This design comes from an exercise in tuning for small area on the open sky130 flow, not from production work.
Only simulation tests tie the RTL to the original design; equivalence was not proved.
Power figures rest on the tool's default switching activity, not on a simulated workload.

## v26
==> flow/design.v (excerpt) <==
module manyakproject(clock_50, rst, clock_25, start, high_button, low_button, red_out, blue_out, green_out, hsync, vsync, nsync);
Size: about 3500 cells after synthesis, ~33 I/O pins, about 23000 µm² of cells after synthesis.
clock: 25.0 ns
lec_check: 0
abc_area: 1
cap_margin: 20
core_margin: 2
core_utilization: 40
gpl_timing_driven: 0
slew_margin: 20
synth_memory_max_bits: 131072
standard.sh (not shown) runs the stock make flow with config.mk's settings and CLKGATE_MAP_FILE= SYNTH_SCRIPT=/design/flow/synth_recipe.tcl, a recipe that flattens the netlist after the stock synthesis.
==> flow/flow/run.sh <==
#!/bin/bash
# Own layout flow: the standard synthesis, then the combinational logic is
# re-mapped with ABC's area mapper (registers untouched), then the standard
# layout from floorplan to finish on that netlist, with a smaller clock tree.
set -euo pipefail
W=$(pwd)
R=orfs/results/$FLOW_PLATFORM/manyakproject/base
LIB=$FLOW_HOME/platforms/$FLOW_PLATFORM/lib/sky130_fd_sc_hd__tt_025C_1v80.lib
YOSYS=$(command -v yosys || true)
[[ -n "$YOSYS" ]] || YOSYS=$FLOW_HOME/../tools/install/yosys/bin/yosys

# 1. standard synthesis
bash standard.sh synth > log_1_standard_synth.txt 2>&1
cp $R/1_2_yosys.v std_1_2_yosys.v

# 2. re-map the logic between the registers
sed -e "s|@LIB@|$LIB|g" -e "s|@IN@|$W/std_1_2_yosys.v|" -e "s|@OUT@|$W/$R/1_2_yosys.v|" \
    -e "s|@ABC@|$W/flow/remap.abc|" -e "s|@TOP@|$FLOW_TOP|" flow/remap.ys.in > remap.ys
"$YOSYS" -l log_2_remap.txt -q remap.ys > /dev/null

# 3. standard layout on the new netlist (1_synth.odb is rebuilt from it)
rm -f $R/1_synth.odb $R/1_synth.sdc
# port buffers: buf_1; clock tree: clkbuf_8 buffers for clusters of up to 12
# registers, no dummy loads
bash standard.sh finish "BUFFER_PORTS_ARGS=-buffer_cell sky130_fd_sc_hd__buf_1" "CTS_ARGS=-sink_clustering_enable -repair_clock_nets -dont_use_dummy_load -buf_list sky130_fd_sc_hd__clkbuf_8 -sink_clustering_size 12 -sink_clustering_max_diameter 60" > log_3_standard_layout.txt 2>&1
==> flow/flow/remap.abc <==
strash
&get -n
&deepsyn -T 120
&put
dch -f
amap -m
topo
==> flow/flow/remap.ys.in <==
# Re-maps the combinational cells of the standard synthesis netlist with ABC's
# area mapper. Every register instance keeps its name and cell: the register
# cells are black boxes here, the other cells are read as their functions.
read_liberty -ignore_miss_func @LIB@
blackbox sky130_fd_sc_hd__*df* sky130_fd_sc_hd__*dl*
read_verilog @IN@
hierarchy -top @TOP@
flatten
opt_clean
abc -liberty @LIB@ -script @ABC@ -dont_use sky130_fd_sc_hd__probe_p_8 -dont_use sky130_fd_sc_hd__probec_p_8 -dont_use sky130_fd_sc_hd__lpflow_*
opt_clean -purge
hilomap -singleton -hicell sky130_fd_sc_hd__conb_1 HI -locell sky130_fd_sc_hd__conb_1 LO
insbuf -buf sky130_fd_sc_hd__buf_1 A X
tee -o remap_stat.txt stat -liberty @LIB@
write_verilog -noattr -noexpr -nohex -nodec @OUT@
What v19 does differently from v26 at the input level:
--- a/flow/flow/run.sh
+++ b/flow/flow/run.sh
@@ -22,4 +22,3 @@
 rm -f $R/1_synth.odb $R/1_synth.sdc
-# port buffers: buf_1; clock tree: clkbuf_8 buffers for clusters of up to 12
-# registers, no dummy loads
-bash standard.sh finish "BUFFER_PORTS_ARGS=-buffer_cell sky130_fd_sc_hd__buf_1" "CTS_ARGS=-sink_clustering_enable -repair_clock_nets -dont_use_dummy_load -buf_list sky130_fd_sc_hd__clkbuf_8 -sink_clustering_size 12 -sink_clustering_max_diameter 60" > log_3_standard_layout.txt 2>&1
+# clock tree: clkbuf_8 buffers for clusters of up to 12 registers, no dummy loads
+bash standard.sh finish "CTS_ARGS=-sink_clustering_enable -repair_clock_nets -dont_use_dummy_load -buf_list sky130_fd_sc_hd__clkbuf_8 -sink_clustering_size 12 -sink_clustering_max_diameter 60" > log_3_standard_layout.txt 2>&1
- v19 ended with every stage complete and zero timing, DRC or antenna violations.
- v19 ended with less met1 wire length than v26.
- From v26 to v19 the numbers moved as follows: number of nets at the end of the flow went down; clock buffer count in the final layout went down; met3 usage went up; sequential cell power did not really move; sequential share of layout area did not really move.
- In the flow results for v19 and v26, the worst clock skew on the final layout is larger on v26.

port drivers added, routing unchanged:
In the flow no input, the clock included, has a driving cell. The finished layouts below were timed again as built, in two steps. Step 1: set_driving_cell puts a clkbuf_16 on clock_50 and a buf_2 on each other input, an assumption about the parent block. Step 2 times the ports against the registers' clock, not the clock port: input delays grow and output delays shrink by t, the midpoint of the rising clock arrivals with the driver on. Slacks: no drivers / after step 1 / after step 2; pairs: no drivers / after step 1.
run	t, ns	setup slack, ns	hold WS [ns]	clock arrival spread, ns	pins driven straight from the clock port
v26	0.627	5.343 / 5.343 / 5.343	0.442 / 0.442 / 0.442	0.112 / 0.112	1
v19	0.679	5.078 / 5.078 / 5.078	0.441 / 0.441 / 0.441	0.106 / 0.106	1
After both steps setup and hold are still met in every run listed.
